Background: an optimization exercise with open tools, aiming at small area. Do not read the settings as production practice.
The RTL was checked by simulation tests, not by an equivalence proof against the original design.
The flow treats the clock pin as an ideal source. Dropping or thinning the clock tree relies on that and would not hold on a real chip.

==> try-delta <==
// collision_avoidance_car
module collision_avoidance_car (
    input wire clk,
    input wire rst,
    input wire front_obstacle_detected,
    input wire left_obstacle_detected,
    input wire right_obstacle_detected,
    input wire front_obstacle_slow,
    input wire lane_clear_left,
    input wire lane_clear_right,
    input wire destination_reached,
    input wire [1:0] speed_limit_zone,
    output wire [1:0] acceleration,
    output wire [1:0] steering,
    output wire [1:0] indicators,
    output reg  [7:0] current_speed_out,
    output reg  [31:0] distance_travelled_out,
    output wire [31:0] total_power_consumed_out
);
    reg [1:0] front_cnt;
    reg       left_h1, left_h2;      
    reg       right_h1, right_h2;
    reg       lcl_ok, lcr_ok;
    reg       slow_r, dest_r;
    reg [1:0] zone_r;
    always @(posedge clk or posedge rst) begin
        if (rst) begin
            front_cnt <= 2'd0;
            left_h1   <= 1'b0;
            right_h1  <= 1'b0;
            dest_r    <= 1'b0;
        end else begin
            front_cnt[1] <= front_obstacle_detected & (front_cnt[1] | front_cnt[0]);
            front_cnt[0] <= front_obstacle_detected & (front_cnt[1] | ~front_cnt[0]);
            left_h1   <= left_obstacle_detected;
            right_h1  <= right_obstacle_detected;
            dest_r    <= destination_reached;
        end
    end
    always @(posedge clk) begin
        left_h2   <= left_obstacle_detected & left_h1;
        right_h2  <= right_obstacle_detected & right_h1;
        lcl_ok    <= lane_clear_left  & ~(left_obstacle_detected  & left_h2);
        lcr_ok    <= lane_clear_right & ~(right_obstacle_detected & right_h2);
        slow_r    <= front_obstacle_slow;
        zone_r    <= speed_limit_zone;
    end
    wire pf = front_cnt[1] & front_cnt[0];
  ...
export LEC_CHECK = 0
export CAP_MARGIN = 20
export CORE_MARGIN = 2
export CORE_UTILIZATION = 40
export SLEW_MARGIN = 20
export SYNTH_HIERARCHICAL = 1
create_clock -name core_clock -period 9.0 [get_ports {clk}]
standard.sh (not shown) runs the stock make flow with config.mk's settings and CLKGATE_MAP_FILE= SYNTH_SCRIPT=/design/flow/synth_recipe.tcl, a recipe that flattens the netlist after the stock synthesis.
==> flow/flow/run.sh <==
#!/bin/bash
# The standard layout with three changes:
#  1. after the standard synthesis (unchanged), flow/reabc.sh re-maps the combinational
#     logic for area; registers, full adders and the half adders of the distance
#     incrementer keep their instances, names and cells;
#  2. port buffers are buf_1;
#  3. the clock tree is built by flow/mycts.tcl in place of ORFS's cts step: the clock
#     port drives 3 clkbuf_16, each at the centre of its group of flip-flops (balanced k-means groups).
# Logs: standard_*.log, reabc.log, mycts.log here, and each tool's log in orfs/logs.
set -euo pipefail
here=$(pwd)
B="BUFFER_PORTS_ARGS=-buffer_cell sky130_fd_sc_hd__buf_1"
R=orfs/results/sky130hd/collision_avoidance_car/base
bash standard.sh "$B" synth > standard_synth.log 2>&1
cp $R/1_2_yosys.v $R/1_2_yosys_standard.v
bash flow/reabc.sh $here/$R/1_2_yosys_standard.v $here/$R/1_2_yosys.v > reabc.log 2>&1
rm -f $R/1_synth.odb $R/1_synth.sdc
bash standard.sh "$B" place > standard_place.log 2>&1
bash standard.sh "$B" run RUN_SCRIPT=$here/flow/mycts.tcl RUN_LOG_NAME_STEM=4_1_cts \
  MY_CTS_BUF=sky130_fd_sc_hd__clkbuf_16 MY_CTS_GROUPS=3 > mycts.log 2>&1
bash standard.sh "$B" finish > standard_finish.log 2>&1
==> flow/flow/reabc.sh <==
#!/bin/bash
# Re-maps the combinational logic of the standard synthesis netlist for area.
# Flip-flops, full adders and the half adders of the incrementers (sum nets is<N>) are
# kept as they are (same instances, names and cells); everything else is flattened to
# gates, optimised with ABC (&deepsyn) and mapped again with an area-oriented mapper.
# Usage: reabc.sh in.v out.v
set -euo pipefail
in=$1; out=$2
LIB=$FLOW_HOME/platforms/sky130hd/lib/sky130_fd_sc_hd__tt_025C_1v80.lib
YOSYS=${YOSYS_EXE:-$FLOW_HOME/../tools/install/yosys/bin/yosys}
[[ -x $YOSYS ]] || YOSYS=yosys
work=$(dirname "$out")
echo '(* blackbox *) module KEEPHA(input A, input B, output COUT, output SUM); endmodule' > "$work/reabc_keepha.v"
python3 - "$in" "$work/reabc_in.v" <<'EOP'
import re, sys
t = open(sys.argv[1]).read()
def f(m):
    body = m.group(0)
    if re.search(r'\.SUM\(is\d+\)', body):
        return body.replace('sky130_fd_sc_hd__ha_1', 'KEEPHA', 1)
    return body
open(sys.argv[2], 'w').write(re.sub(r'sky130_fd_sc_hd__ha_1\s+\S+\s*\([^;]*?\);', f, t, flags=re.S))
EOP
cat > "$work/reabc.abc" <<EOS
strash
&get -n
&deepsyn ${REABC_DS:--T 20}
&put
dch -f
amap
EOS
cat > "$work/reabc1.ys" <<EOS
read_liberty -ignore_miss_func $LIB
blackbox sky130_fd_sc_hd__df* sky130_fd_sc_hd__fa_* sky130_fd_sc_hd__conb_1
read_verilog -lib $work/reabc_keepha.v
read_verilog $work/reabc_in.v
hierarchy -check -top collision_avoidance_car
flatten
rename -hide w:*.*
opt -purge
abc -liberty $LIB -dont_use sky130_fd_sc_hd__probe_p_8 -dont_use sky130_fd_sc_hd__probec_p_8 -dont_use sky130_fd_sc_hd__lpflow_* -script $work/reabc.abc
setundef -zero
splitnets
opt_clean -purge
hilomap -singleton -hicell sky130_fd_sc_hd__conb_1 HI -locell sky130_fd_sc_hd__conb_1 LO
opt_clean -purge
write_verilog -noattr -nohex -nodec $work/reabc_raw.v
EOS
"$YOSYS" -s "$work/reabc1.ys"
sed -i 's/\bKEEPHA\b/sky130_fd_sc_hd__ha_1/' "$work/reabc_raw.v"
cat > "$work/reabc2.ys" <<EOS
read_liberty -lib $LIB
read_verilog $work/reabc_raw.v
hierarchy -check -top collision_avoidance_car
insbuf -buf sky130_fd_sc_hd__buf_4 A X
opt_clean -purge
check -assert -mapped
tee -o $work/reabc_stat.txt stat -liberty $LIB
write_verilog -noattr -nohex -nodec $out
EOS
"$YOSYS" -s "$work/reabc2.ys"
Other scripts of this flow, unchanged in this note and not shown: flow/flow/mycts.tcl
==> try-pepper (differences from try-delta) <==
--- a/flow/flow/run.sh
+++ b/flow/flow/run.sh
@@ -1,12 +1,14 @@
 #!/bin/bash
 # The standard layout with three changes:
 #  1. after the standard synthesis (unchanged), flow/reabc.sh re-maps the combinational
-#     logic for area; registers, full adders and the half adders of the distance
-#     incrementer keep their instances, names and cells;
+#     logic for area (ABC &deepsyn from 8 fixed seeds, smallest result kept); registers,
+#     full adders and the half adders of the distance incrementer keep their instances,
+#     names and cells;
 #  2. port buffers are buf_1;
 #  3. the clock tree is built by flow/mycts.tcl in place of ORFS's cts step: the clock
 #     port drives 3 clkbuf_16, each at the centre of its group of flip-flops (balanced k-means groups).
-# Logs: standard_*.log, reabc.log, mycts.log here, and each tool's log in orfs/logs.
+# Logs: standard_*.log, reabc.log, mycts.log here, each yosys run of reabc.sh in
+# orfs/results/sky130hd/collision_avoidance_car/base/reabc_*.log, and each ORFS tool's log in orfs/logs.
 set -euo pipefail
 here=$(pwd)
 B="BUFFER_PORTS_ARGS=-buffer_cell sky130_fd_sc_hd__buf_1"
==> flow/flow/reabc.sh (replaced) <==
#!/bin/bash
# Re-maps the combinational logic of the standard synthesis netlist for area.
# Flip-flops, full adders and the half adders of the distance incrementer (sum nets
# is<N>) are kept as they are (same instances, names and cells); everything else is
# flattened to gates, optimised with ABC (&deepsyn, deterministic, several seeds) and
# mapped again with an area-oriented mapper; the smallest result is kept.
# Usage: reabc.sh in.v out.v   (each yosys run logs to reabc_*.log next to out.v)
set -euo pipefail
in=$1; out=$2
LIB=$FLOW_HOME/platforms/sky130hd/lib/sky130_fd_sc_hd__tt_025C_1v80.lib
YOSYS=${YOSYS_EXE:-$FLOW_HOME/../tools/install/yosys/bin/yosys}
[[ -x $YOSYS ]] || YOSYS=yosys
work=$(dirname "$out")
seeds=${REABC_SEEDS:-"0 1 2 3 4 5 6 7"}
jobs=${NUM_CORES:-4}
echo '(* blackbox *) module KEEPHA(input A, input B, output COUT, output SUM); endmodule' > "$work/reabc_keepha.v"
python3 - "$in" "$work/reabc_in.v" <<'EOP'
import re, sys
t = open(sys.argv[1]).read()
def f(m):
    body = m.group(0)
    if re.search(r'\.SUM\(is\d+\)', body):
        return body.replace('sky130_fd_sc_hd__ha_1', 'KEEPHA', 1)
    return body
open(sys.argv[2], 'w').write(re.sub(r'sky130_fd_sc_hd__ha_1\s+\S+\s*\([^;]*?\);', f, t, flags=re.S))
EOP
run_seed() {
  s=$1
  cat > "$work/reabc_s$s.abc" <<EOS
strash
&get -n
&deepsyn -J 200 -T 300 -S $s
&put
dch -f
amap
EOS
  cat > "$work/reabc_s$s.ys" <<EOS
read_liberty -ignore_miss_func $LIB
blackbox sky130_fd_sc_hd__df* sky130_fd_sc_hd__fa_* sky130_fd_sc_hd__conb_1
read_verilog -lib $work/reabc_keepha.v
read_verilog $work/reabc_in.v
hierarchy -check -top collision_avoidance_car
flatten
rename -hide w:*.*
opt -purge
abc -liberty $LIB -dont_use sky130_fd_sc_hd__probe_p_8 -dont_use sky130_fd_sc_hd__probec_p_8 -dont_use sky130_fd_sc_hd__lpflow_* -script $work/reabc_s$s.abc
setundef -zero
splitnets
opt_clean -purge
hilomap -singleton -hicell sky130_fd_sc_hd__conb_1 HI -locell sky130_fd_sc_hd__conb_1 LO
opt_clean -purge
tee -o $work/reabc_s$s.stat stat -liberty $LIB
write_verilog -noattr -nohex -nodec $work/reabc_s$s.v
EOS
  "$YOSYS" -l "$work/reabc_s$s.log" -q -s "$work/reabc_s$s.ys" > /dev/null
}
pids=()
n=0
for s in $seeds; do
  run_seed $s &
  pids+=($!)
  n=$((n + 1))
  if (( n % jobs == 0 )); then wait "${pids[@]}"; pids=(); fi
done
wait "${pids[@]}" 2>/dev/null || true
best=""; best_area=""
for s in $seeds; do
  [[ -f $work/reabc_s$s.stat ]] || continue
  a=$(grep 'Chip area' "$work/reabc_s$s.stat" | tail -1 | awk '{print $NF}')
  echo "seed $s: area $a"
  if [[ -z $best ]] || python3 -c "import sys; sys.exit(0 if $a < $best_area else 1)"; then best=$s; best_area=$a; fi
done
echo "kept seed $best (area $best_area)"
sed 's/\bKEEPHA\b/sky130_fd_sc_hd__ha_1/' "$work/reabc_s$best.v" > "$work/reabc_raw.v"
cat > "$work/reabc2.ys" <<EOS
read_liberty -lib $LIB
read_verilog $work/reabc_raw.v
hierarchy -check -top collision_avoidance_car
insbuf -buf sky130_fd_sc_hd__buf_4 A X
opt_clean -purge
check -assert -mapped
tee -o $work/reabc_stat.txt stat -liberty $LIB
write_verilog -noattr -nohex -nodec $out
EOS
"$YOSYS" -l "$work/reabc2.log" -q -s "$work/reabc2.ys" > /dev/null
==> run_results.csv <==
group,metric,value,unit
run_status,status,"timing/DRC/antenna clean",
logic_synthesis,synthCells,342,
detailed_routing,wl_met3,322,um
worst_setup_path,max_stage_delay,0.61,ns
detailed_routing,met2_length,3730,um
placed_design,place_ws,0.546,ns
cts,clkLatencyLatePin,0.17,ns
global_routing,grt_pass1_vias,2750,
That was try-pepper.
==> run_results.csv <==
group,metric,value,unit
run_status,status,"timing/DRC/antenna clean",
detailed_routing,wl_per_cell,13.4,um
global_routing,grt_pass1_vias,2798,
cells_and_area,largestClassByArea,"flip-flops and latches",
cts,clkLatencyLatePin,0.18,ns
cells_and_area,clk_share,1.51,%
worst_setup_path,max_stage_delay,0.62,ns
detailed_routing,wl_met3,324,um
placed_design,place_ws,0.526,ns
logic_synthesis,synthCells,349,
That was try-delta.
In every run of this note, the design's own scripts or RTL, not TritonCTS, make the clock network.

## port drivers added, routing unchanged
The results above use ideal ports. As a check the final layouts listed here were re-extracted and re-timed, cells and wires unchanged. Step 1 sets driving cells, clkbuf_16 on the clock port and buf_2 on the other inputs (assumed; they add their load-dependent delay and slew). Step 2 also shifts input and output timing later by t, the mid clock arrival at the registers, as if the neighbouring blocks saw the same clock. Slacks: no drivers / after step 1 / after step 2; pairs: no drivers / after step 1.
run | shift t [ns] | setup WS [ns] | clock arrival spread, ns
try-delta | 0.234 | 0.546 / 0.546 / 0.546 | 0.015 / 0.016
try-pepper | 0.229 | 0.552 / 0.552 / 0.552 | 0.013 / 0.013
After both steps setup and hold are still met in every run listed.
